Source: an optimization exercise on an open RTL-to-GDS flow (aim: small area, a short achievable clock period and few clock cycles). Production flows keep margins and buffers that such runs may drop. RTL that was checked went through simulation tests only; none was proved equivalent to the original. Function not checked in run 5: the RTL went through the layout flow alone.

File: flow/design.v
`timescale 1ns / 1ps
module Top_002(CLK,RST,MEM_ADDR,MEM_RDATA,MEM_WDATA,MEM_WE,HALTED);
	input CLK,RST;
	input [15:0]MEM_RDATA;
	output [7:0]MEM_ADDR;
	output [15:0]MEM_WDATA;
	output MEM_WE;
	output reg HALTED;
	reg [7:0]  MAR;
	reg [15:0] ACC, BR, R;
	reg        Z;
	reg [3:0]  op;                  
	reg        pv;                  
	reg        isF, isO, isI;
	reg        WE;
	reg [3:0]  cnt;
	reg        negq;                
	assign MEM_ADDR  = MAR;
	assign MEM_WDATA = ACC;
	assign MEM_WE    = WE;
	wire o_ld  = (op == 4'h2);
	wire o_add = (op == 4'h3);
	wire o_sub = (op == 4'h4);
	wire o_mpy = (op == 4'h8);
	wire o_div = (op == 4'h9);
	wire o_and = (op == 4'hA);
	wire o_or  = (op == 4'hB);
	wire o_not = (op == 4'hC);
	wire o_shr = (op == 4'hD);
	wire o_shl = (op == 4'hE);
	wire md     = o_mpy | o_div;
	wire isdiv  = op[0];
	wire minv   = isdiv ? ~BR[15] : negq;      
	wire do_neg = ~isI & (isO ? (md & ACC[15]) : (o_div & negq));
	wire selA   = ~isI & (o_add | o_sub | o_shl |
	                      (isO & md & ~ACC[15]) | (~isO & o_div & ~negq));
	wire selR   = ~isI & ~isO & o_mpy;
	wire selBB  = isI | o_ld | o_add | o_sub | o_or | o_not;
	wire selBA  = ~isI & (o_shl | do_neg);
	wire inv    = isI ? minv : (o_sub | o_not | do_neg);
	wire cin    = isI ? minv : (o_sub | do_neg);
	wire [15:0] eA = {16{selA}} | (BR & {16{o_and}}) | (~BR & {16{o_or}});
	wire [15:0] X = (ACC & eA) | (R & {16{selR}}) |
	                ({R[14:0], isdiv & ACC[15]} & {16{isI}}) |
	                ({1'b0, ACC[15:1]} & {16{o_shr}});
	wire [15:0] Y = ((BR & {16{selBB}}) | (ACC & {16{selBA}})) ^ {16{inv}};
	wire [16:0] sum = {1'b0, X} + {1'b0, Y} + {16'h0, cin};
	wire        cout = sum[16];
	wire bz   = (BR == 16'h0);
	wire div0 = o_div & bz;
	wire [15:0] res = sum[15:0] | {16{div0 & ~isO}};
	wire zn = pv ? (res == 16'h0) : Z;
	wire takes = isdiv ? cout : ACC[15];    
	wire sml  = (res[15:4] == 12'h0);
	wire zro  = sml & (res[3:0] == 4'h0);
	wire nrm  = isO & sml;
	reg [3:0] top;
	reg [3:0] ncnt;
	always @(*) begin
		if (res[3])      begin top = res[3:0];         ncnt = 4'd12; end
		else if (res[2]) begin top = {res[2:0], 1'b0}; ncnt = 4'd13; end
		else if (res[1]) begin top = {res[1:0], 2'b0}; ncnt = 4'd14; end
		else             begin top = {res[0], 3'b0};   ncnt = 4'd15; end
	end
	wire [15:0] nacc = {nrm ? top : res[15:12], res[11:0] & {12{~nrm}}};
	wire [3:0] d = MEM_RDATA[11:8];
	wire [7:0] a = MEM_RDATA[7:0];
	wire [7:0] pc1 = MAR + 8'd1;
	wire i_st  = ~d[3] & ~d[2] & ~d[1] & d[0];         
	wire i_hlt = ~d[3] & d[2] & d[1] & d[0];           
	wire i_shx = d[3] & d[2] & (d[1] | d[0]);          
	wire i_opO = (~d[2] & ~i_st) | (d[2] & ~d[1] & ~d[0]);    
	wire i_stF = d[2] & (d[1] ^ d[0]);                 
	wire maj  = (d[3] & d[1]) | (d[3] & d[0]) | (d[1] & d[0]);
	wire nad  = d[2] & (maj | (d[0] & zn));
	wire last = (cnt == 4'd15) | bz;    
	wire endO = isO & (~md | zro);      
	always @(posedge CLK or posedge RST) begin
		if (RST) begin
			MAR <= 8'h0; ACC <= 16'h0; Z <= 1'b0; pv <= 1'b0;
			isF <= 1'b1; isO <= 1'b0; isI <= 1'b0;
			WE <= 1'b0; HALTED <= 1'b0;
		end else begin
			isF <= (isF & i_stF) | endO | WE | (isI & last);
			isO <= isF & i_opO;
			isI <= (isO & md & ~zro) | (isI & ~last);
			WE  <= isF & i_st;
			pv  <= (isF & i_shx) | endO | (isI & last);
			if (isF & i_hlt) HALTED <= 1'b1;
			if (isF & ~nad)
				MAR <= a;
			else if (isF)
				MAR <= pc1;
			else if (~isI)
				MAR <= BR[7:0];
			if (isF & pv) Z <= zn;
			if ((isF & pv) | (isO & md))
				ACC <= nacc;
			else if (isI)
				ACC <= {ACC[14:0], cout};
		end
	end
	always @(posedge CLK) begin
		if (isF) op <= d;
		if (isF | isO) BR <= {MEM_RDATA[15:8], isF ? pc1 : MEM_RDATA[7:0]};
		R <= {16{isI}} & (takes ? sum[15:0] : X);
		cnt <= isO ? (sml ? ncnt : 4'd0) : cnt + 4'd1;
		if (isO) begin
			negq <= ACC[15] ^ (op[0] & MEM_RDATA[15]);
		end
	end
endmodule
File: flow/flow/run.sh
#!/bin/bash
# Layout flow: the standard flow (standard.sh: ORFS synthesis to final
# layout, unchanged), run with
#  - a setup-slack margin, so that ORFS's repair_timing sizes the design for
#    a period shorter than the design's;
#  - small port buffers (every port still gets its buffer); repair_timing
#    upsizes the ones on critical paths;
#  - power recovery after global routing (downsizes gates off the
#    critical paths);
export SETUP_SLACK_MARGIN=${MARGIN:-23.75}
export BUFFER_PORTS_ARGS="-buffer_cell sky130_fd_sc_hd__buf_1"
export RECOVER_POWER=100
export CTS_ARGS="-sink_clustering_enable -repair_clock_nets -dont_use_dummy_load -sink_clustering_size 30 -sink_clustering_max_diameter 60 -buf_list {sky130_fd_sc_hd__clkbuf_4 sky130_fd_sc_hd__clkbuf_8}"
bash standard.sh > standard.log 2>&1
File: flow/standard.sh
#!/bin/bash
# synth_recipe.tcl (not shown) runs the flow's synth.tcl, then flattens the netlist and writes it again
# the make line also repeats each setting of config.mk as NAME=value (left out here)
make -C /OpenROAD-flow-scripts/flow DESIGN_CONFIG=/design/flow/config.mk WORK_HOME=/design/flow/orfs CLKGATE_MAP_FILE= SYNTH_SCRIPT=/design/flow/synth_recipe.tcl "${@:-finish}"
File: flow/config.mk
export PLATFORM = sky130hd
export DESIGN_NAME = Top_002
export DESIGN_NICKNAME = Top_002
export VERILOG_FILES = /design/flow/design.v
export SDC_FILE = /design/flow/constraint.sdc
export NUM_CORES = 4
export LEC_CHECK = 0
export CAP_MARGIN = 20
export CORE_MARGIN = 2
export CORE_UTILIZATION = 58
export SLEW_MARGIN = 20
export SYNTH_MEMORY_MAX_BITS = 8192
File: flow/constraint.sdc
create_clock -name core_clock -period 31.0 [get_ports {CLK}]
set_input_delay 6.2000 -clock core_clock [delete_from_list [all_inputs] [get_ports {CLK}]]
set_output_delay 6.2000 -clock core_clock [all_outputs]
set_load 0.01 [all_outputs]
==> notes.md, run 1 <==
=====================================================================================
R2R setup slack ........................................................     24400 ps
Source of the worst register-to-register timing path ...................          isO
Largest incremental delay on the critical path .........................      1450 ps
Final critical-path required period ....................................      7890 ps
Final worst-path cycle share ...........................................        25.5%
Detailed-route wire length per cell ....................................      20.6 um
First-pass GRT wire length .............................................     24900 um
R2r worst-path depth ...................................................           16
Final Hold Slack .......................................................       475 ps
Number of buffers added by the clock tree synthesis step ...............            9
Antenna-violating nets left ............................................            0
Root buffer cell ....................................................... sky130_fd_sc_hd__clkbuf_8
Seq/Total Area, Yosys ..................................................        33.2%
Hold Path Origin .......................................................       HALTED
Vias in the first global route .........................................         4795
Setup repair after global routing missed its margin ....................         true
Dpl hpwl ...............................................................     10900 um
Maximum count of clock buffers along a single path .....................            2
Mapped Nets ............................................................          663
Drt via density ........................................................         6.72
TritonCTS clock tree ...................................................          yes
Final Hold Vio Count ...................................................            0
Top cell type's share of synthesized area ..............................        13.8%
Net count, final .......................................................          690
Clock latency reported for the late side of the worst-skew pair ........       350 ps
Die Y-Extent ...........................................................       101 um
Clock net sink count ...................................................           72
Register area ..........................................................   1810 sq um
Layout Utilization .....................................................        63.4%
Overall track demand over capacity in global routing ...................        31.5%
Layout check failures .................................................. capacitance limit, slew limit
Number of vias after detailed routing ..................................         5104
Top cells by area, synth ............................................... sky130_fd_sc_hd__dfrtp_1, sky130_fd_sc_hd__edfxtp_1, sky130_fd_sc_hd__dfxtp_1, sky130_fd_sc_hd__ha_1, sky130_fd_sc_hd__nand2_1
Worst Hold Path EP .....................................................       HALTED
Critical path launch point type ........................................ primary input
Hold path cells ........................................................            1
Post-cts hold buffer count .............................................            0
Number of synthesized flops with an enable pin .........................           21
Sequence of cells on the critical path ................................. buf_1 > inv_1 > clkbuf_1
Port-buffer cells ......................................................           43
Overflow left after global routing .....................................            0
Number of endpoints failing setup at the final stage ...................            0
Endpoint arrival time on the critical path .............................      7780 ps
Antenna diode count ....................................................            0
Status ................................................................. finished with violations
Initial antenna violation count ........................................            0
Post-route DRC violation count .........................................            0
CP top delay family .................................................... buffers and inverters
Critical R2R Capture ...................................................      ACC[12]
Final RePlAce weighted congestion ......................................        0.955
I/O pin total ..........................................................           44
Dpl ws .................................................................     22850 ps
Average size of a mapped cell ..........................................   8.71 sq um
Slew HR ................................................................       -36.4%
Initial DRC Count ......................................................          416
Growth of design area from synthesis to finish .........................        6.67%
Crit-path slowest cell ................................................. sky130_fd_sc_hd__clkbuf_1
Ys flop type ........................................................... sky130_fd_sc_hd__dfrtp_1
Clock-pin slew of the registers on the worst-case setup and hold paths .        90 ps
Path type of the worst setup path ......................................  in -> async
Multi-input combinational cell area ....................................   3420 sq um
Kind of end point of the critical path ................................. asynchronous set/reset pin
Share of synthesized flip-flops with an asynchronous set or reset ......        43.1%
Pin count of the biggest net entering global routing ...................           54
Cell variety after synth ...............................................           72
Horizontal extent of the die ...........................................       101 um
DIE AREA ...............................................................  10200 sq um
CTS H-Tree Depth .......................................................            3
Largest fanout on the critical path ....................................           31
Yosys warns ............................................................            1
#FFs+latches synth .....................................................           72
Synth cell count leaders ............................................... sky130_fd_sc_hd__nand2_1, sky130_fd_sc_hd__nor2_1, sky130_fd_sc_hd__a21oi_1, sky130_fd_sc_hd__o21ai_0, sky130_fd_sc_hd__dfrtp_1
Cell with the most instances after synthesis ........................... sky130_fd_sc_hd__nand2_1
Worst endpoint required time ...........................................     30880 ps
Setup skew after layout ................................................      19.0 ps
Achievable frequency ...................................................      127 MHz
Number of fill cells in the layout .....................................          822
Final WL ...............................................................     15700 um
Total buffers and inverters traversed by the critical path .............            3
Post-Synthesis Cell Area ...............................................   5440 sq um
Core Rows ..............................................................           35
Share of layout cells above drive strength 1 ...........................        7.09%
Standard cell core area ................................................   9150 sq um
Slew @ Worst Pin .......................................................      2050 ps
Detailed Routing Iterations Pass 1 .....................................            9
Post-synthesis instance total ..........................................          624
Maximum Capacitance Violations .........................................            2
Path category of the worst min-delay check .............................   reg -> reg
Library cell with the largest summed area after synthesis .............. sky130_fd_sc_hd__dfrtp_1
Post-route worst setup slack ...........................................     23110 ps
Number of pins exceeding their max-slew limit in the final report ......           82
TNS Setup ..............................................................         0 ps
Effective utilization at floorplan .....................................        59.4%
=====================================================================================
==> how the worst max path moves through the flow <==
stage	from	endpoint	slack [ps]	cells after the start
after floorplan	MEM_RDATA[8]	MAR[0]	23750	5
after global placement	MEM_RDATA[9]	MAR[0]	22990	6
after detailed placement	MEM_RDATA[9]	MAR[5]	22850	7
after CTS	MEM_RDATA[9]	MAR[4]	23780	8
after global routing	RST	isI	22730	3
final	RST	isI	23110	3
==> routing by layer <==
| layer | wire length [um] | part of all wire (%) | GRT usage (%) | vias to the layer above |
|---|---|---|---|---|
| met5 | 0 | 0 | 0 | - |
| met4 | 373 | 2.4 | 11.4 | 0 |
| met3 | 1320 | 8.4 | 5.41 | 34 |
| met2 | 7500 | 48 | 51.5 | 248 |
| met1 | 6480 | 41 | 41.9 | 2405 |
| li1 | - | - | - | 2417 |
==> registers in the layout, indices dropped and copies added (netlist names), 4 cells and up <==
register  cells
R            16
op            4
ACC          16
BR           16
MAR           8
cnt           4
==> kinds of logic (layout without fill, tap and decap cells) <==
family	after synthesis	count (layout)	share of synthesized area, %
XOR/XNOR	47	47	7.57
multiplexers	25	25	4.81
buffers and inverters	57	82	4.23
adder cells (fa/ha/maj)	21	21	5.11
flip-flops	72	72	33.2
AND/OR/NAND/NOR	207	207	19.1
AO/OA/AOI/OAI	195	195	26.0
==> area by class of cell <==
class	count	area share [%]
clock buffer	9	2.14
multi-input combinational	495	59.0
tap	111	2.39
timing repair buffer	56	4.21
inverter	17	1.10
sequential	72	31.2
==> metrics by stage <==
step,std cells,instance area [sq um]
5_1_grt,760,5800
2_1_floorplan,624,5480
3_5_place_dp,746,5680
6_report,760,5800
4_1_cts,757,5850
3_3_place_gp,746,5680
==> placed cells by master (no fill, tap or decap), types with 10 or more instances in the layout <==
cell                       instances
sky130_fd_sc_hd__nand2_1          62
sky130_fd_sc_hd__nor2_1           42
sky130_fd_sc_hd__buf_1            39
sky130_fd_sc_hd__a21oi_1          35
sky130_fd_sc_hd__o21ai_0          31
sky130_fd_sc_hd__dfrtp_1          29
sky130_fd_sc_hd__a22oi_1          25
sky130_fd_sc_hd__xor2_1           24
sky130_fd_sc_hd__xnor2_1          23
sky130_fd_sc_hd__edfxtp_1         21
sky130_fd_sc_hd__dfxtp_1          20
sky130_fd_sc_hd__nor3_1           19
sky130_fd_sc_hd__ha_1             19
sky130_fd_sc_hd__inv_1            17
sky130_fd_sc_hd__nand3_1          17
sky130_fd_sc_hd__mux2i_1          16
sky130_fd_sc_hd__a222oi_1         14
sky130_fd_sc_hd__a21o_1           13
sky130_fd_sc_hd__nand2b_1         10
sky130_fd_sc_hd__o22ai_1          10
sky130_fd_sc_hd__a311oi_1         10
==> repair_timing <==
item	4_1_cts	5_1_grt
gates cloned	0	0
setup endpoints to repair	9	10
resized for setup	6	4
pin swaps	0	2
setup buffers	2	3
Testbench counts, summed over its fixed seeds: cycles 251,751.
==> inputs of run 2 (changes only) <==
--- a/flow/flow/run.sh
+++ b/flow/flow/run.sh
@@ -7,7 +7,4 @@
 #    upsizes the ones on critical paths;
-#  - power recovery after global routing (downsizes gates off the
-#    critical paths);
 export SETUP_SLACK_MARGIN=${MARGIN:-23.75}
 export BUFFER_PORTS_ARGS="-buffer_cell sky130_fd_sc_hd__buf_1"
-export RECOVER_POWER=100
 export CTS_ARGS="-sink_clustering_enable -repair_clock_nets -dont_use_dummy_load -sink_clustering_size 30 -sink_clustering_max_diameter 60 -buf_list {sky130_fd_sc_hd__clkbuf_4 sky130_fd_sc_hd__clkbuf_8}"
==> run 2 against run 1 <==
  * The run now finishes clean
  * Register-to-register slack better by 670 ps
  * Non-clock buffer count did not move
  * Wire length hardly changed
  * Maximum frequency up 9.6%
  * Global-route usage stayed put
  * Critical path depth is 2 lower
  * Synthesized cell count unchanged
  * Worst setup slack better by 690 ps
  * Highest routed layer unchanged
==> notes.md, run 2 <==
=====================================================================================
Post-cts hold buffer count .............................................            0
TNS Setup ..............................................................         0 ps
Initial antenna violation count ........................................            0
Horizontal extent of the die ...........................................       101 um
Largest incremental delay on the critical path .........................       470 ps
Clock latency reported for the late side of the worst-skew pair ........       350 ps
Number of endpoints failing setup at the final stage ...................            0
Endpoint arrival time on the critical path .............................      1000 ps
CP top delay family ....................................................   flip-flops
Synth cell count leaders ............................................... sky130_fd_sc_hd__nand2_1, sky130_fd_sc_hd__nor2_1, sky130_fd_sc_hd__a21oi_1, sky130_fd_sc_hd__o21ai_0, sky130_fd_sc_hd__dfrtp_1
Net count, final .......................................................          690
Final RePlAce weighted congestion ......................................        0.955
Die Y-Extent ...........................................................       101 um
Vias in the first global route .........................................         4795
Detailed Routing Iterations Pass 1 .....................................            8
Path type of the worst setup path ......................................   reg -> out
Path category of the worst min-delay check .............................   reg -> reg
Library cell with the largest summed area after synthesis .............. sky130_fd_sc_hd__dfrtp_1
Number of stages on the worst setup path ...............................            1
I/O pin total ..........................................................           44
Ys flop type ........................................................... sky130_fd_sc_hd__dfrtp_1
Standard cell core area ................................................   9150 sq um
Dpl hpwl ...............................................................     10900 um
Slew HR ................................................................        45.2%
Mapped Nets ............................................................          663
Post-Synthesis Cell Area ...............................................   5440 sq um
Number of fill cells in the layout .....................................          807
Worst endpoint required time ...........................................     24800 ps
Antenna diode count ....................................................            0
Post-placement cell count ..............................................          746
Overflow left after global routing .....................................            0
R2r worst-path depth ...................................................           16
Initial DRC Count ......................................................          383
Setup skew after layout ................................................      18.7 ps
DIE AREA ...............................................................  10200 sq um
Antenna-violating nets left ............................................            0
Post-route DRC violation count .........................................            0
Cell with the most instances after synthesis ........................... sky130_fd_sc_hd__nand2_1
Crit-path slowest cell ................................................. sky130_fd_sc_hd__dfrtp_1
Achievable frequency ...................................................      139 MHz
Number of synthesized flops with an enable pin .........................           21
Commonest cells after routing, fill and taps aside ..................... sky130_fd_sc_hd__nand2_1, sky130_fd_sc_hd__nor2_1, sky130_fd_sc_hd__buf_1
Most frequent standard cell in the layout excluding fill and tap cells . sky130_fd_sc_hd__nand2_1
Root buffer cell ....................................................... sky130_fd_sc_hd__clkbuf_8
Final worst-path cycle share ...........................................        23.2%
Largest registers ranked by flip-flop count ............................ ACC x16, BR x16, R x16
Seq/Total Area, Yosys ..................................................        33.2%
Overall track demand over capacity in global routing ...................        31.5%
Clock net sink count ...................................................           72
Final Hold Vio Count ...................................................            0
Maximum Capacitance Violations .........................................            0
Top cells by area, synth ............................................... sky130_fd_sc_hd__dfrtp_1, sky130_fd_sc_hd__edfxtp_1, sky130_fd_sc_hd__dfxtp_1, sky130_fd_sc_hd__ha_1, sky130_fd_sc_hd__nand2_1
Critical path launch point type ........................................    flip-flop
Cell Count, Final, Fillers Out .........................................          760
Detailed-route wire length per cell ....................................      20.6 um
#FFs+latches synth .....................................................           72
Slew @ Worst Pin .......................................................       821 ps
Hold path cells ........................................................            1
CTS H-Tree Depth .......................................................            3
Average size of a mapped cell ..........................................   8.71 sq um
Share of layout cells above drive strength 1 ...........................        9.86%
Clock-pin slew of the registers on the worst-case setup and hold paths .        80 ps
Yosys warns ............................................................            1
Core Rows ..............................................................           35
Drt via density ........................................................         6.72
Port-buffer cells ......................................................           43
Pin count of the biggest net entering global routing ...................           54
Maximum count of clock buffers along a single path .....................            2
Cell variety after synth ...............................................           72
Number of vias after detailed routing ..................................         5108
First-pass GRT wire length .............................................     24900 um
Effective utilization at floorplan .....................................        59.4%
Kind of end point of the critical path .................................  output port
Largest fanout on the critical path ....................................            6
Final critical-path required period ....................................      7200 ps
Total buffers and inverters traversed by the critical path .............            1
Final WL ...............................................................     15700 um
Sequence of cells on the critical path .................................        buf_1
Growth of design area from synthesis to finish .........................        8.21%
Number of pins exceeding their max-slew limit in the final report ......            0
Setup repair after global routing missed its margin ....................         true
Share of synthesized flip-flops with an asynchronous set or reset ......        43.1%
TritonCTS clock tree ...................................................          yes
Post-synthesis instance total ..........................................          624
Top cell type's share of synthesized area ..............................        13.8%
Status .................................................................  no timing/DRC/antenna violations
Number of buffers added by the clock tree synthesis step ...............            9
=====================================================================================
run 2: per-stage QoR:
step                      instance area [sq um]  hold WS [ps]  setup slack (ps)  utilization, %
after floorplan                            5480           441             23750               -
after CTS                                  5850           474             23780            63.9
final                                      5880           474             23800            64.3
after global placement                     5680           458             22990            62.0
after global routing                       5880           498             23740            64.3
after detailed placement                   5680           454             22850            62.0
run 2: final timing paths:
check | endpoint | slack [ps] | from
min in group asynchronous | MAR[1] | 5920 | RST
max in group asynchronous | ACC[15] | 24690 | RST
max | MEM_WDATA[3] | 23800 | ACC[3]
max reg2reg | ACC[12] | 25070 | isO
min | HALTED | 470 | HALTED
min reg2reg | HALTED | 470 | HALTED
run 2: final cells by class:
class                   instances  area [sq um]  area share [%]
multi-input cells             495          3470            59.0
inverters                      17          63.8            1.08
flip-flops and latches         72          1810            30.8
clock buffers                   9           124            2.11
repair buffers                 56           274            4.66
well taps                     111           139            2.36
run 2: logic make-up (layout without fill, tap and decap cells):
family	Yosys count	after routing	share of synthesized area, %
xor+xnor	47	47	7.57
flops	72	72	33.2
buf+inv	57	82	4.23
mux	25	25	4.81
simple gates	207	207	19.1
fa+ha+maj	21	21	5.11
compound gates	195	195	26.0
run 2: metal layers:
metal  vias up  part of all wire (%)  track usage (%)
met4         0                   2.4             11.4
met5         -                     0                0
met1      2431                    42             41.9
li1       2404                     -                -
met2       244                    48             51.5
met3        29                   8.3             5.41
run 2: timing repair:
item | 4_1_cts | 5_1_grt
pin swaps | 0 | 2
buffers inserted | 2 | 3
setup endpoints to repair | 9 | 10
resized for setup | 6 | 4
==> inputs of run 3 (changes only) <==
==> flow/flow/run.sh (replaced) <==
#!/bin/bash
# Layout flow: the standard flow (standard.sh: ORFS synthesis to final
# layout, unchanged), run with
#  - a setup-slack margin, so that ORFS's repair_timing sizes the design for
#    a period shorter than the design's;
#  - small port buffers (every port still gets its buffer); repair_timing
#    upsizes the ones on critical paths;
export SETUP_SLACK_MARGIN=${MARGIN:-23.6}
export BUFFER_PORTS_ARGS="-buffer_cell sky130_fd_sc_hd__buf_1"
export CTS_ARGS="-sink_clustering_enable -repair_clock_nets -dont_use_dummy_load -sink_clustering_size 36 -sink_clustering_max_diameter 70 -buf_list {sky130_fd_sc_hd__clkbuf_8}"
bash standard.sh > standard.log 2>&1
--- a/flow/config.mk
+++ b/flow/config.mk
@@ -9,3 +9,3 @@
 export CORE_MARGIN = 2
-export CORE_UTILIZATION = 58
+export CORE_UTILIZATION = 62
 export SLEW_MARGIN = 20
==> run 3 against run 2 <==
  * Still clean on timing, DRC and antenna
  * Worst setup slack lost 71 ps
  * Non-clock buffer count shrank 2
  * Die area decreased by 6.2%
  * First-iteration DRC count grew 16%
  * Wire length fell by 0.38%
  * Flip-flop and latch count is the same
  * Maximum frequency down 0.98%
  * Critical path type is now in -> reg
  * Critical endpoint is now MAR[0]
==> notes.md, run 3 <==
=====================================================================================
Status .................................................................  no timing/DRC/antenna violations
Number of endpoints failing setup at the final stage ...................            0
Top cell type's share of synthesized area ..............................        13.8%
Detailed Routing Iterations Pass 1 .....................................            6
Achievable frequency ...................................................      137 MHz
Number of buffers added by the clock tree synthesis step ...............            9
TNS Setup ..............................................................         0 ps
Vias in the first global route .........................................         5072
Critical path launch point type ........................................ primary input
Net count, final .......................................................          688
Cell variety after synth ...............................................           72
Largest fanout on the critical path ....................................            9
Pin count of the biggest net entering global routing ...................           54
Commonest cells after routing, fill and taps aside ..................... sky130_fd_sc_hd__nand2_1, sky130_fd_sc_hd__buf_1, sky130_fd_sc_hd__nor2_1
Growth of design area from synthesis to finish .........................        7.25%
Clock net sink count ...................................................           72
Ys flop type ........................................................... sky130_fd_sc_hd__dfrtp_1
Post-synthesis instance total ..........................................          624
Initial antenna violation count ........................................            0
Overflow left after global routing .....................................            0
Post-cts hold buffer count .............................................            0
Dpl hpwl ...............................................................     10800 um
Post-route DRC violation count .........................................            0
Path type of the worst setup path ......................................    in -> reg
Antenna diode count ....................................................            0
Port-buffer cells ......................................................           43
Final WL ...............................................................     15600 um
Standard cell core area ................................................   8590 sq um
Slew HR ................................................................        40.0%
Yosys warns ............................................................            1
Slew @ Worst Pin .......................................................       896 ps
Root buffer cell ....................................................... sky130_fd_sc_hd__clkbuf_8
Setup skew after layout ................................................      19.6 ps
CTS H-Tree Depth .......................................................            3
Maximum count of clock buffers along a single path .....................            2
Final worst-path cycle share ...........................................        23.5%
Endpoint arrival time on the critical path .............................      7540 ps
Kind of end point of the critical path .................................    flip-flop
Detailed-route wire length per cell ....................................      20.7 um
Path category of the worst min-delay check .............................   reg -> reg
Synth cell count leaders ............................................... sky130_fd_sc_hd__nand2_1, sky130_fd_sc_hd__nor2_1, sky130_fd_sc_hd__a21oi_1, sky130_fd_sc_hd__o21ai_0, sky130_fd_sc_hd__dfrtp_1
Number of vias after detailed routing ..................................         5255
Overall track demand over capacity in global routing ...................        32.8%
DIE AREA ...............................................................   9540 sq um
Final critical-path required period ....................................      7280 ps
Largest registers ranked by flip-flop count ............................ ACC x16, BR x16, R x16
TritonCTS clock tree ...................................................          yes
Seq/Total Area, Yosys ..................................................        33.2%
Final RePlAce weighted congestion ......................................        0.943
Number of synthesized flops with an enable pin .........................           21
Layout Utilization .....................................................        67.9%
Average size of a mapped cell ..........................................   8.71 sq um
Antenna-violating nets left ............................................            0
Top cells by area, synth ............................................... sky130_fd_sc_hd__dfrtp_1, sky130_fd_sc_hd__edfxtp_1, sky130_fd_sc_hd__dfxtp_1, sky130_fd_sc_hd__ha_1, sky130_fd_sc_hd__nand2_1
Mapped Nets ............................................................          663
Horizontal extent of the die ...........................................      97.7 um
Worst endpoint required time ...........................................     31260 ps
Core Rows ..............................................................           34
Drt via density ........................................................         6.96
Final Hold Vio Count ...................................................            0
Final Hold Slack .......................................................       480 ps
#FFs+latches synth .....................................................           72
Post-Synthesis Cell Area ...............................................   5440 sq um
Clock latency reported for the late side of the worst-skew pair ........       360 ps
Clock-pin slew of the registers on the worst-case setup and hold paths .        60 ps
Library cell with the largest summed area after synthesis .............. sky130_fd_sc_hd__dfrtp_1
Share of layout cells above drive strength 1 ...........................        8.66%
Setup repair after global routing missed its margin ....................         true
Cell with the most instances after synthesis ........................... sky130_fd_sc_hd__nand2_1
Number of pins exceeding their max-slew limit in the final report ......            0
Effective utilization at floorplan .....................................        63.3%
Share of synthesized flip-flops with an asynchronous set or reset ......        43.1%
Initial DRC Count ......................................................          444
I/O pin total ..........................................................           44
Maximum Capacitance Violations .........................................            0
First-pass GRT wire length .............................................     25000 um
Most frequent standard cell in the layout excluding fill and tap cells . sky130_fd_sc_hd__nand2_1
Die Y-Extent ...........................................................      97.7 um
=====================================================================================
-- run 3: worst paths after layout --
kind | slack, ps | startpoint | cells after the start | to
max | 23720 | MEM_RDATA[9] | 5 | MAR[0]
min | 480 | Z | 2 | Z
min reg2reg | 480 | Z | 2 | Z
min in group asynchronous | 5900 | RST | 3 | MAR[1]
max in group asynchronous | 24710 | RST | 3 | isI
max reg2reg | 24930 | isO | 16 | MAR[5]
-- run 3: area by class of cell --
cell class / count / area [sq um]
flip-flops and latches: 72 / 1810
fillers: 732 / 2760
repair buffers: 54 / 256
inverters: 17 / 63.8
multi-input cells: 495 / 3440
well taps: 108 / 135
clock buffers: 9 / 124
-- run 3: worst max-delay path, cell delays in order --
cell                        delay, ps
sky130_fd_sc_hd__buf_1            190
sky130_fd_sc_hd__ha_1             290
sky130_fd_sc_hd__or3_4            450
sky130_fd_sc_hd__o2111ai_1        210
sky130_fd_sc_hd__nor3b_1          200
-- run 3: cells by family (layout without fill, tap and decap cells) --
family          after synthesis  in the layout  synth area share [%]
fa+ha+maj                    21             21                  5.11
xor+xnor                     47             47                  7.57
buf+inv                      57             80                  4.23
compound gates              195            195                  26.0
mux                          25             25                  4.81
flops                        72             72                  33.2
simple gates                207            207                  19.1
-- run 3: what timing repair did --
| action | in CTS | in global routing |
|---|---|---|
| setup endpoints to repair | 8 | 9 |
| setup buffers | 0 | 3 |
| hold endpoints to repair | 0 | 0 |
| resized for setup | 2 | 4 |
-- run 3: layer usage --
layer	part of all wire (%)	GRT usage, %
met5	0	0
met2	48	51.8
met1	41	42.0
met3	6.8	6.55
met4	4.1	18.1
-- run 3: through the flow --
step                      cells  setup slack [ps]  area [sq um]
final                       755             23720          5830
after global routing        755             23570          5830
after CTS                   752             23630          5780
after detailed placement    743             22820          5650
after global placement      743             23010          5650
after floorplan             624             23620          5440
==> inputs of run 4 (changes only) <==
--- a/flow/flow/run.sh
+++ b/flow/flow/run.sh
@@ -9,3 +9,3 @@
 export BUFFER_PORTS_ARGS="-buffer_cell sky130_fd_sc_hd__buf_1"
-export CTS_ARGS="-sink_clustering_enable -repair_clock_nets -dont_use_dummy_load -sink_clustering_size 36 -sink_clustering_max_diameter 70 -buf_list {sky130_fd_sc_hd__clkbuf_8}"
+export CTS_ARGS="-sink_clustering_enable -repair_clock_nets -dont_use_dummy_load -sink_clustering_size 80 -sink_clustering_max_diameter 250 -buf_list {sky130_fd_sc_hd__clkbuf_8 sky130_fd_sc_hd__clkbuf_16}"
 bash standard.sh > standard.log 2>&1
--- a/flow/config.mk
+++ b/flow/config.mk
@@ -9,3 +9,3 @@
 export CORE_MARGIN = 2
-export CORE_UTILIZATION = 62
+export CORE_UTILIZATION = 58
 export SLEW_MARGIN = 20
==> run 4 against run 3 <==
  * Flip-flop and latch count is the same
  * Design area is essentially flat
  * Global-route usage shrank 1.0 points
  * Worst setup slack gained 11 ps
  * Die area grew 6.6%
  * Via count shrank 2.5%
==> notes.md, run 4 <==
=====================================================================================
Final worst-path cycle share ...........................................        23.4%
Post-route DRC violation count .........................................            0
Post-Synthesis Cell Area ...............................................   5440 sq um
Effective utilization at floorplan .....................................        59.4%
Library cell with the largest summed area after synthesis .............. sky130_fd_sc_hd__dfrtp_1
Worst endpoint required time ...........................................     24800 ps
Antenna-violating nets left ............................................            0
Share of synthesized area spent on multiplexers ........................        4.81%
Largest registers ranked by flip-flop count ............................ ACC x16, BR x16, R x16
Most frequent standard cell in the layout excluding fill and tap cells . sky130_fd_sc_hd__nand2_1
Crit-path slowest cell ................................................. sky130_fd_sc_hd__dfrtp_2
Maximum count of clock buffers along a single path .....................            2
Achievable frequency ...................................................      138 MHz
Vias in the first global route .........................................         4721
Initial antenna violation count ........................................            0
Final Hold Vio Count ...................................................            0
Worst Hold Path EP .....................................................       HALTED
Combinational family with the most area after synthesis ................ compound AO/OA/AOI/OAI gates
Number of pins exceeding their max-slew limit in the final report ......            0
Share of synthesized cell area in and, or, nand and nor gates ..........        19.1%
Slew @ Worst Pin .......................................................       907 ps
Pin count of the biggest net entering global routing ...................           54
Number of synthesized flops with an enable pin .........................           21
Final WL ...............................................................     15600 um
Source of the worst register-to-register timing path ...................          isO
Number of buffers added by the clock tree synthesis step ...............            9
Initial DRC Count ......................................................          460
Clock net sink count ...................................................           72
Clock latency reported for the late side of the worst-skew pair ........       360 ps
R2R setup slack ........................................................     25110 ps
Growth of design area from synthesis to finish .........................        7.18%
Hold path cells ........................................................            1
Number of vias after detailed routing ..................................         5125
Layout Utilization .....................................................        63.7%
Status .................................................................  no timing/DRC/antenna violations
Setup repair after global routing missed its margin ....................        false
Die Y-Extent ...........................................................       101 um
Hold Path Origin .......................................................       HALTED
Endpoint arrival time on the critical path .............................      1070 ps
Net count, final .......................................................          687
Detailed-route wire length per cell ....................................      20.6 um
Critical R2R Capture ...................................................       MAR[0]
Antenna diode count ....................................................            0
Area share of fa/ha/maj cells after synthesis ..........................        5.11%
Total buffers and inverters traversed by the critical path .............            1
Mapped Nets ............................................................          663
Path category of the worst min-delay check .............................   reg -> reg
Synth Area in XOR/XNOR .................................................        7.57%
TNS Setup ..............................................................         0 ps
Sequence of cells on the critical path .................................        buf_1
I/O pin total ..........................................................           44
Port-buffer cells ......................................................           43
Root buffer cell ....................................................... sky130_fd_sc_hd__clkbuf_8
Average size of a mapped cell ..........................................   8.71 sq um
Post-cts hold buffer count .............................................            0
Drt via density ........................................................         6.77
Cell variety after synth ...............................................           72
Commonest cells after routing, fill and taps aside ..................... sky130_fd_sc_hd__nand2_1, sky130_fd_sc_hd__buf_1, sky130_fd_sc_hd__nor2_1
Overflow left after global routing .....................................            0
#FFs+latches synth .....................................................           72
Top cell type's share of synthesized area ..............................        13.8%
Horizontal extent of the die ...........................................       101 um
CTS H-Tree Depth .......................................................            3
Top cells by area, synth ............................................... sky130_fd_sc_hd__dfrtp_1, sky130_fd_sc_hd__edfxtp_1, sky130_fd_sc_hd__dfxtp_1, sky130_fd_sc_hd__ha_1, sky130_fd_sc_hd__nand2_1
Critical path launch point type ........................................    flip-flop
Post-synthesis instance total ..........................................          624
Maximum Capacitance Violations .........................................            0
Slew HR ................................................................        39.3%
Core Rows ..............................................................           35
First-pass GRT wire length .............................................     25100 um
Clock-pin slew of the registers on the worst-case setup and hold paths .        90 ps
Dpl hpwl ...............................................................     10800 um
DIE AREA ...............................................................  10200 sq um
CP top delay family ....................................................   flip-flops
Cell with the most instances after synthesis ........................... sky130_fd_sc_hd__nand2_1
Synth Area in Compound Gates ...........................................        26.0%
Overall track demand over capacity in global routing ...................        31.7%
Synth cell count leaders ............................................... sky130_fd_sc_hd__nand2_1, sky130_fd_sc_hd__nor2_1, sky130_fd_sc_hd__a21oi_1, sky130_fd_sc_hd__o21ai_0, sky130_fd_sc_hd__dfrtp_1
Final RePlAce weighted congestion ......................................        0.927
Share of synthesized flip-flops with an asynchronous set or reset ......        43.1%
Detailed Routing Iterations Pass 1 .....................................            5
Ys flop type ........................................................... sky130_fd_sc_hd__dfrtp_1
Kind of end point of the critical path .................................  output port
R2r worst-path depth ...................................................           16
Largest incremental delay on the critical path .........................       540 ps
Share of layout cells above drive strength 1 ...........................        8.51%
Standard cell core area ................................................   9150 sq um
Number of endpoints failing setup at the final stage ...................            0
Path type of the worst setup path ......................................   reg -> out
TritonCTS clock tree ...................................................          yes
Final critical-path required period ....................................      7270 ps
Largest fanout on the critical path ....................................           10
Yosys warns ............................................................            1
Seq/Total Area, Yosys ..................................................        33.2%
Setup skew after layout ................................................      20.6 ps
=====================================================================================
[run 4: cell counts after synthesis]
Identical to the previous run, type by type.
[run 4: repair_timing]
item / CTS / global route
setup buffers: 0 / 1
gates resized for setup: 3 / 3
endpoints found under the setup margin: 8 / 9
[run 4: layout make-up]
type                            count  area [sq um]
Clock buffer                        9           124
Tap cell                          111           139
Multi-Input combinational cell    495          3440
Sequential cell                    72          1810
Inverter                           17          63.8
Fill cell                         804          3320
Timing Repair Buffer               53           249
[run 4: cells by family (layout without fill, tap and decap cells)]
| logic type | Yosys count | in the layout |
|---|---|---|
| and+or+nand+nor | 207 | 207 |
| AOI/OAI and AO/OA | 195 | 195 |
| adders and majority gates | 21 | 21 |
| muxes | 25 | 25 |
| xor gates and xnor gates | 47 | 47 |
| buffers and inverters | 57 | 79 |
| DFF | 72 | 72 |
[run 4: stage by stage]
step	hold slack [ps]	area, sq um	setup WS (ps)	instances
final	475	5830	23730	757
after global routing	498	5830	23590	757
after CTS	482	5800	23620	756
after detailed placement	461	5660	22890	747
after global placement	461	5660	23000	747
after floorplan	441	5440	23620	624
[run 4: how the worst max path moves through the flow]
stage	from	end	slack [ps]	depth (start not counted)
floorplan	MEM_RDATA[8]	MAR[1]	23620	8
global placement	MEM_RDATA[9]	MAR[0]	23000	6
detailed placement	MEM_RDATA[9]	MAR[3]	22890	7
CTS	ACC[15]	MEM_WDATA[15]	23620	1
global route	MEM_RDATA[9]	MAR[7]	23590	8
finish	ACC[15]	MEM_WDATA[15]	23730	1
[run 4: per-layer routing]
layer  track usage, %  part of all wire [%]
met1             43.0                    44
met2             52.4                    48
met3             3.40                   5.8
met4             11.8                   2.3
met5                0                     0
==> inputs of run 5 (changes only) <==
--- a/flow/design.v
+++ b/flow/design.v
@@ -76,2 +76,4 @@
 	wire last = (cnt == 4'd15) | bz;    
+	wire bigd = BR[15] ? (BR[14:12] != 3'b111) : (BR[14:12] != 3'b000);
+	wire skip = isdiv & bigd & (cnt == 4'd0);
 	wire endO = isO & (~md | zro);      
@@ -99,3 +101,3 @@
 			else if (isI)
-				ACC <= {ACC[14:0], cout};
+				ACC <= skip ? {ACC[3:0], 12'h0} : {ACC[14:0], cout};
 		end
@@ -105,4 +107,4 @@
 		if (isF | isO) BR <= {MEM_RDATA[15:8], isF ? pc1 : MEM_RDATA[7:0]};
-		R <= {16{isI}} & (takes ? sum[15:0] : X);
-		cnt <= isO ? (sml ? ncnt : 4'd0) : cnt + 4'd1;
+		R <= {16{isI}} & (skip ? {4'h0, ACC[15:4]} : (takes ? sum[15:0] : X));
+		cnt <= isO ? (sml ? ncnt : 4'd0) : (skip ? 4'd12 : cnt + 4'd1);
 		if (isO) begin
==> flow/flow/run.sh (replaced) <==
#!/bin/bash
# Layout flow: the standard flow (standard.sh: ORFS synthesis to final
# layout, unchanged), run with
#  - a setup-slack margin, so that ORFS's repair_timing sizes the design for
#    a period shorter than the design's;
#  - small port buffers (every port still gets its buffer); repair_timing
#    upsizes the ones on critical paths;
export SETUP_SLACK_MARGIN=${MARGIN:-23.75}
export BUFFER_PORTS_ARGS="-buffer_cell sky130_fd_sc_hd__buf_1"
export CTS_ARGS="-sink_clustering_enable -repair_clock_nets -dont_use_dummy_load -sink_clustering_size 30 -sink_clustering_max_diameter 60 -buf_list {sky130_fd_sc_hd__clkbuf_4 sky130_fd_sc_hd__clkbuf_8}"
bash standard.sh > standard.log 2>&1
==> run 5 against run 4 <==
  * Design area rose by 5.8%
  * Critical path depth is the same
  * Maximum frequency rose by 0.72%
  * Critical endpoint is now MEM_WDATA[14]
==> notes.md, run 5 <==
=====================================================================================
Status .................................................................  no timing/DRC/antenna violations
Core Rows ..............................................................           36
Final worst-path cycle share ...........................................        23.3%
Drt via density ........................................................         6.64
Detailed Routing Iterations Pass 1 .....................................           12
Root buffer cell ....................................................... sky130_fd_sc_hd__clkbuf_8
Post-synthesis instance total ..........................................          692
Clock latency reported for the late side of the worst-skew pair ........       360 ps
Total buffers and inverters traversed by the critical path .............            1
Largest registers ranked by flip-flop count ............................ ACC x16, BR x16, R x16
Share of synthesized flip-flops with an asynchronous set or reset ......        43.1%
Setup skew after layout ................................................      26.2 ps
CTS H-Tree Depth .......................................................            3
Endpoint arrival time on the critical path .............................      1010 ps
Setup repair after global routing missed its margin ....................        false
Yosys warns ............................................................            1
Library cell with the largest summed area after synthesis .............. sky130_fd_sc_hd__dfrtp_1
First-pass GRT wire length .............................................     27800 um
Standard cell core area ................................................   9640 sq um
Slew HR ................................................................        27.4%
Maximum count of clock buffers along a single path .....................            2
Growth of design area from synthesis to finish .........................        8.38%
Synth cell count leaders ............................................... sky130_fd_sc_hd__nand2_1, sky130_fd_sc_hd__nor2_1, sky130_fd_sc_hd__a21oi_1, sky130_fd_sc_hd__o21ai_0, sky130_fd_sc_hd__clkbuf_1
Final critical-path required period ....................................      7210 ps
Clock net sink count ...................................................           72
Cell variety after synth ...............................................           70
Net count, final .......................................................          756
Overall track demand over capacity in global routing ...................        34.2%
CP top delay family ....................................................   flip-flops
Horizontal extent of the die ...........................................       103 um
Area after DPL .........................................................   5950 sq um
Met2 usage in global routing ...........................................        54.5%
Most frequent standard cell in the layout excluding fill and tap cells . sky130_fd_sc_hd__nand2_1
Hold path cells ........................................................            1
Met3 Track Usage GR ....................................................        7.80%
Post-route DRC violation count .........................................            0
Number of buffers added by the clock tree synthesis step ...............            9
Path category of the worst min-delay check .............................   reg -> reg
Post-route cell area ...................................................   6160 sq um
Dpl hpwl ...............................................................     12200 um
Most Crowded Layer GR ..................................................         met2
TritonCTS clock tree ...................................................          yes
Top cells by area, synth ............................................... sky130_fd_sc_hd__dfrtp_1, sky130_fd_sc_hd__edfxtp_1, sky130_fd_sc_hd__dfxtp_1, sky130_fd_sc_hd__nand2_1, sky130_fd_sc_hd__ha_1
Post-Synthesis Cell Area ...............................................   5690 sq um
Average size of a mapped cell ..........................................   8.22 sq um
Maximum Capacitance Violations .........................................            0
Number of synthesized flops with an enable pin .........................           21
Post-cts hold buffer count .............................................            0
TNS Setup ..............................................................         0 ps
DIE AREA ...............................................................  10600 sq um
Sequence of cells on the critical path .................................        buf_1
Final Hold Slack .......................................................       482 ps
Final WL ...............................................................     17600 um
Ys flop type ........................................................... sky130_fd_sc_hd__dfrtp_1
Antenna-violating nets left ............................................            0
Top cell type's share of synthesized area ..............................        13.2%
Number of fill cells in the layout .....................................          883
Number of stages on the worst setup path ...............................            1
Kind of end point of the critical path .................................  output port
Overflow left after global routing .....................................            0
Slew @ Worst Pin .......................................................      1090 ps
Initial DRC Count ......................................................          693
Clock-pin slew of the registers on the worst-case setup and hold paths .        70 ps
Antenna diode count ....................................................            0
Port-buffer cells ......................................................           43
Crit-path slowest cell ................................................. sky130_fd_sc_hd__dfrtp_1
#FFs+latches synth .....................................................           72
Worst endpoint required time ...........................................     24800 ps
Largest incremental delay on the critical path .........................       490 ps
Seq/Total Area, Yosys ..................................................        31.8%
Number of vias after detailed routing ..................................         5625
Number of pins exceeding their max-slew limit in the final report ......            0
I/O pin total ..........................................................           44
Pin count of the biggest net entering global routing ...................           49
Share of layout cells above drive strength 1 ...........................        9.10%
Path type of the worst setup path ......................................   reg -> out
Largest fanout on the critical path ....................................            7
Met1 usage .............................................................        45.4%
Vias in the first global route .........................................         5297
Critical path launch point type ........................................    flip-flop
Detailed-route wire length per cell ....................................      20.8 um
Achievable frequency ...................................................      139 MHz
Commonest cells after routing, fill and taps aside ..................... sky130_fd_sc_hd__nand2_1, sky130_fd_sc_hd__nor2_1, sky130_fd_sc_hd__a21oi_1
Mapped Nets ............................................................          732
Number of endpoints failing setup at the final stage ...................            0
Die Y-Extent ...........................................................       103 um
Initial antenna violation count ........................................            0
R2r worst-path depth ...................................................           15
Final Hold Vio Count ...................................................            0
Cell with the most instances after synthesis ........................... sky130_fd_sc_hd__nand2_1
Effective utilization at floorplan .....................................        59.0%
Final RePlAce weighted congestion ......................................        0.954
=====================================================================================
## run 5: final timing paths
kind,from,endpoint,slack [ps]
setup / recovery,ACC[14],MEM_WDATA[14],23790
hold / removal,HALTED,HALTED,480
setup reg to reg,isI,ACC[2],24180
hold reg to reg,HALTED,HALTED,480
max in group asynchronous,RST,ACC[4],24720
min in group asynchronous,RST,MAR[2],5910
## run 5: logic make-up after synthesis
| group | share of synthesized area (%) |
|---|---|
| muxes | 1.61 |
| AOI/OAI and AO/OA | 29.6 |
| DFF | 31.8 |
| buffers and inverters | 4.77 |
| adders and majority gates | 5.10 |
| and+or+nand+nor | 20.2 |
| xor gates and xnor gates | 6.93 |
## run 5: metrics by stage
stage,worst slack [ps],util (%),instances
2_1_floorplan,23780,-,692
3_3_place_gp,23350,61.7,833
3_5_place_dp,23290,61.7,833
4_1_cts,23740,63.1,842
5_1_grt,23750,63.9,847
6_report,23790,63.9,847
## run 5: metal layers
| metal | wire length (um) | vias up |
|---|---|---|
| met5 | 0 | - |
| met4 | 386 | 0 |
| met3 | 1650 | 38 |
| met2 | 8190 | 254 |
| met1 | 7380 | 2676 |
| li1 | - | 2657 |
## run 5: area by class of cell
type	instances	area, sq um	share of cell area [%]
Clock buffer	9	124	2.01
Inverter	19	71.3	1.16
Multi-Input combinational cell	553	3670	59.6
Sequential cell	72	1830	29.7
Tap cell	133	166	2.70
Timing Repair Buffer	61	299	4.85
## run 5: timing repair
item	4_1_cts	5_1_grt
setup buffers	0	5
resized for setup	7	19
setup endpoints to repair	13	32

re-timing with driven ports:
How much do the figures lean on ideal ports? The routed layouts below were timed once more, with nothing changed but the port constraints. Step 1: set_driving_cell puts a clkbuf_16 on CLK and a buf_2 on each other input, an assumption about the parent block. Step 2 also shifts input and output timing later by t, the mid clock arrival at the registers, as if the neighbouring blocks saw the same clock. Slacks: no drivers / after step 1 / after step 2; pairs: no drivers / after step 1.
run | t, ns | setup slack, ns | worst hold slack (ns) | worst setup path after step 2
run 1 | 0.375 | 23.107 / 23.123 / 22.748 | 0.475 / 0.475 / 0.475 | input, reset recovery
run 2 | 0.374 | 23.795 / 23.760 / 23.444 | 0.474 / 0.474 / 0.474 | input to register
run 3 | 0.387 | 23.724 / 23.702 / 23.349 | 0.480 / 0.480 / 0.480 | input to register
run 4 | 0.383 | 23.734 / 23.699 / 23.373 | 0.475 / 0.475 / 0.475 | input to register
run 5 | 0.381 | 23.786 / 23.750 / 23.504 | 0.482 / 0.482 / 0.482 | input to register
The setup slack of run 3, which loses most, moves by -0.022 ns with the drivers and by -0.375 ns with both steps. The worst setup slack also covers recovery checks on asynchronous resets.
